From an optimization exercise on the open Yosys and OpenROAD flow, aimed at small area; shortcuts taken in it are not production practice.
The RTL was checked by simulation tests, not by an equivalence proof against the original design.
Power is estimated from default activity; no workload was simulated.

== v22 ==
## Brick_Escape
module Brick_Escape
	(
		CLOCK_50,
		rst,
		KEY,
		SW,
		HEX0,
		HEX1,
		HEX2,
		HEX3,
		HEX4,
		HEX5,
		HEX6,
		HEX7,
		fb_x,
		fb_y,
		fb_colour
	);
For scale: roughly 1,700 cells after synthesis.
clock: 10.0 ns
lec_check: 0
abc_area: 1
cap_margin: 40
core_margin: 2
core_utilization: 60
slew_margin: 20
standard.sh (not shown) runs the stock make flow with config.mk's settings and CLKGATE_MAP_FILE= SYNTH_SCRIPT=/design/flow/synth_recipe.tcl, a recipe that flattens the netlist after the stock synthesis.
==> flow/flow/run.sh <==
#!/bin/bash
# Own flow: the standard ORFS flow (standard.sh), with these changes:
#  - synthesis: ABC maps the combinational logic with flow/abc_area.script (deep AIG
#    synthesis, then mapping with the delay target relaxed, for area) instead of ORFS's abc_area.script, and without
#    the full/half-adder extraction (ADDER_MAP_FILE empty), so ABC sees adders as logic.
#    The deep synthesis is randomised: it runs with seven seeds at once (the main run in
#    standard.sh's folder, six more in side folders) and the smallest netlist is kept.
#    Registers are untouched: Yosys creates and names them before ABC runs.
#  - every port still gets its buffer, but the smallest one (buf_1);
#  - clock tree from clkbuf_8 cells, without dummy loads.
set -euo pipefail
here=$PWD
mk_scripts() {  # mk_scripts DIR SEED
  rm -rf "$1"; cp -r "$FLOW_HOME/scripts" "$1"
  sed "s/@SEED@/$2/" flow/abc_area.script > "$1/abc_area.script"
}
mk_scripts scripts_s1 1
mk_scripts scripts_s2 2
mk_scripts scripts_s3 3
mk_scripts scripts_s4 4
mk_scripts scripts_s5 5
mk_scripts scripts_s6 6
mk_scripts scripts_s7 7
# side synthesis runs: standard.sh's make command with another WORK_HOME
for s in 2 3 4 5 6 7; do
  mkdir -p side_s$s
  grep '^make ' standard.sh | sed -e "s#WORK_HOME=[^ ]*#WORK_HOME=$here/side_s$s/orfs#" \
    -e 's#"${@:-finish}"#ADDER_MAP_FILE= synth#' > side_s$s/synth.sh
  ( export SCRIPTS_DIR="$here/scripts_s$s"; bash side_s$s/synth.sh > side_s$s/synth_make.log 2>&1 ) &
done
SCRIPTS_DIR="$here/scripts_s1" bash standard.sh ADDER_MAP_FILE= synth > synth_make_s1.log 2>&1
wait
res=orfs/results/sky130hd/Brick_Escape/base
rep=orfs/reports/sky130hd/Brick_Escape/base
area() { grep "Chip area" "$1" | awk '{print $NF}'; }
best=1; best_a=$(area $rep/synth_stat.txt)
for s in 2 3 4 5 6 7; do
  f=side_s$s/$rep/synth_stat.txt
  if [[ -f side_s$s/$res/1_2_yosys.v && -f $f ]]; then
    a=$(area $f)
    if awk -v a="$a" -v b="$best_a" 'BEGIN{exit !(a < b)}'; then best=$s; best_a=$a; fi
  fi
done
{ echo "synthesis areas (kept s$best):"; for s in 1 2 3 4 5 6 7; do
    if [[ $s == 1 ]]; then f=$rep/synth_stat.txt; else f=side_s$s/$rep/synth_stat.txt; fi
    echo "  s$s $(area $f 2>/dev/null)"; done; } > synth_choice.log
if [[ $best != 1 ]]; then
  cp side_s$best/$res/1_2_yosys.v $res/1_2_yosys.v
  cp side_s$best/$rep/synth_stat.txt $rep/synth_stat.txt
  rm -f $res/1_synth.odb $res/1_synth.v
fi
SCRIPTS_DIR="$here/scripts_s1" bash standard.sh ADDER_MAP_FILE= \
  "BUFFER_PORTS_ARGS=-buffer_cell sky130_fd_sc_hd__buf_1" \
  "CTS_ARGS=-sink_clustering_enable -repair_clock_nets -dont_use_dummy_load -buf_list sky130_fd_sc_hd__clkbuf_8" \
  finish > flow_make.log 2>&1
==> flow/flow/abc_area.script <==
strash
&get -n
&fraig -x
&put
scorr
dc2
strash
&get -n
&deepsyn -T 300 -S @SEED@
&put
&get -n
&dch
&nf -R 1000
&put
The inputs of v30 differ from those of v22 as listed below.
diff --git a/flow/flow/run.sh b/flow/flow/run.sh
--- a/flow/flow/run.sh
+++ b/flow/flow/run.sh
@@ -6,2 +6,2 @@
-#    The deep synthesis is randomised: it runs with seven seeds at once (the main run in
-#    standard.sh's folder, six more in side folders) and the smallest netlist is kept.
+#    The deep synthesis is randomised: it runs with three seeds at once (the main run in
+#    standard.sh's folder, two more in side folders) and the smallest netlist is kept.
@@ -20,4 +19,0 @@
-mk_scripts scripts_s4 4
-mk_scripts scripts_s5 5
-mk_scripts scripts_s6 6
-mk_scripts scripts_s7 7
@@ -25 +21 @@
-for s in 2 3 4 5 6 7; do
+for s in 2 3; do
@@ -37 +33 @@
-for s in 2 3 4 5 6 7; do
+for s in 2 3; do
@@ -44,3 +40 @@
-{ echo "synthesis areas (kept s$best):"; for s in 1 2 3 4 5 6 7; do
-    if [[ $s == 1 ]]; then f=$rep/synth_stat.txt; else f=side_s$s/$rep/synth_stat.txt; fi
-    echo "  s$s $(area $f 2>/dev/null)"; done; } > synth_choice.log
+echo "synthesis areas: s1 $(area $rep/synth_stat.txt) s2 $(area side_s2/$rep/synth_stat.txt 2>/dev/null) s3 $(area side_s3/$rep/synth_stat.txt 2>/dev/null); kept s$best" > synth_choice.log
==> flow/flow/abc_area.script <==
strash
&get -n
&fraig -x
&put
scorr
dc2
strash
&get -n
&deepsyn -T 240 -S @SEED@
&put
&get -n
&dch
&nf -R 1000
&put
==> comparison <==
Comparing v30 and v22, the lower via count of the first global-routing pass is on v30. The number of sequential cells on v22 is in line with that on v30. Summary of v30 over v22: wire length of the first global-routing pass shows a reduction of 1.2%, smallest setup slack after layout picked up an extra 110 ps, total detailed-routing wirelength lost 130 um. The final layouts of v30 and v22 pass the timing, DRC and antenna checks.

========
Brick_Escape, a different RTL version from the one above (not shown whole).
Size in the first run: about 3600 cells after synthesis, ~170 flip-flops, ~97 I/O pins, ~20000 µm² of cells after synthesis.
clock: 10.0 ns
lec_check: 0
abc_area: 1
cap_margin: 40
core_margin: 2
core_utilization: 40
slew_margin: 20
==> flow/flow/run.sh <==
#!/bin/bash
bash standard.sh > standard.log 2>&1
The baseline went through all stages and came out clean.
Then changed:
==> flow/flow/run.sh (replaced) <==
#!/bin/bash
# Own flow: the standard ORFS flow (standard.sh), with two changes to synthesis only:
#  - ABC maps the combinational logic with flow/abc_area.script (deep AIG synthesis, then
#    area-oriented mapping) instead of ORFS's abc_area.script;
#  - no full/half-adder extraction (ADDER_MAP_FILE empty), so ABC sees the adders as logic.
# Registers are untouched: Yosys creates and names them before ABC runs.
set -euo pipefail
rm -rf scripts_local
cp -r "$FLOW_HOME/scripts" scripts_local
cp flow/abc_area.script scripts_local/abc_area.script
export SCRIPTS_DIR="$PWD/scripts_local"
bash standard.sh ADDER_MAP_FILE= finish > flow_make.log 2>&1
==> flow/flow/abc_area.script (new file) <==
strash
&get -n
&fraig -x
&put
scorr
dc2
strash
&get -n
&deepsyn -T 180
&put
&get -n
&dch -f
&nf
&put
--- a/flow/config.mk
+++ b/flow/config.mk
@@ -11 +11 @@
-export CORE_UTILIZATION = 40
+export CORE_UTILIZATION = 60
The changed run ran to the end with no violations.
Setup slack degrades by 1400 ps.
Design area came out lower by 34%.
Total power goes down by 5.2%.
Global-route usage goes up by 11 points.
Routed wire length goes down by 38%.
Area after synthesis is lower by 37%.
Clock-buffer cell count is unchanged.

==> separate check: timing with driven ports <==
The flow's constraints put no driver on any port. The routed layouts listed below were extracted and timed again, unchanged, in two steps.
Step 1 sets driving cells, clkbuf_16 on the clock port and buf_2 on the other inputs (assumed; they add their load-dependent delay and slew).
Step 2 moves the port delays by t, midway between the first and last clock arrival at a register: inputs arrive t later, outputs are due t later. That takes back most of the time a late clock gives input paths.
Three values: no drivers, after step 1, after step 2; two values: the first two.
| run | t, ns | slack for setup (ns) | hold WS [ns] | worst setup path at the end | worst register clock-pin slew, ns |
|---|---|---|---|---|---|
| v22 | 0.493 | 2.145 / 2.145 / 2.145 | 0.452 / 0.452 / 0.452 | register to register | 0.10 / 0.10 |
| v30 | 0.496 | 2.251 / 2.251 / 2.251 | 0.444 / 0.444 / 0.444 | register to register | 0.10 / 0.10 |
| the first run of note 2 | 0.548 | 3.720 / 3.720 / 3.720 | 0.449 / 0.449 / 0.449 | register to register | 0.08 / 0.08 |
| the second run of note 2 | 0.488 | 2.296 / 2.296 / 2.296 | 0.448 / 0.448 / 0.448 | register to register | 0.08 / 0.08 |
After both steps setup and hold are still met in every run listed.
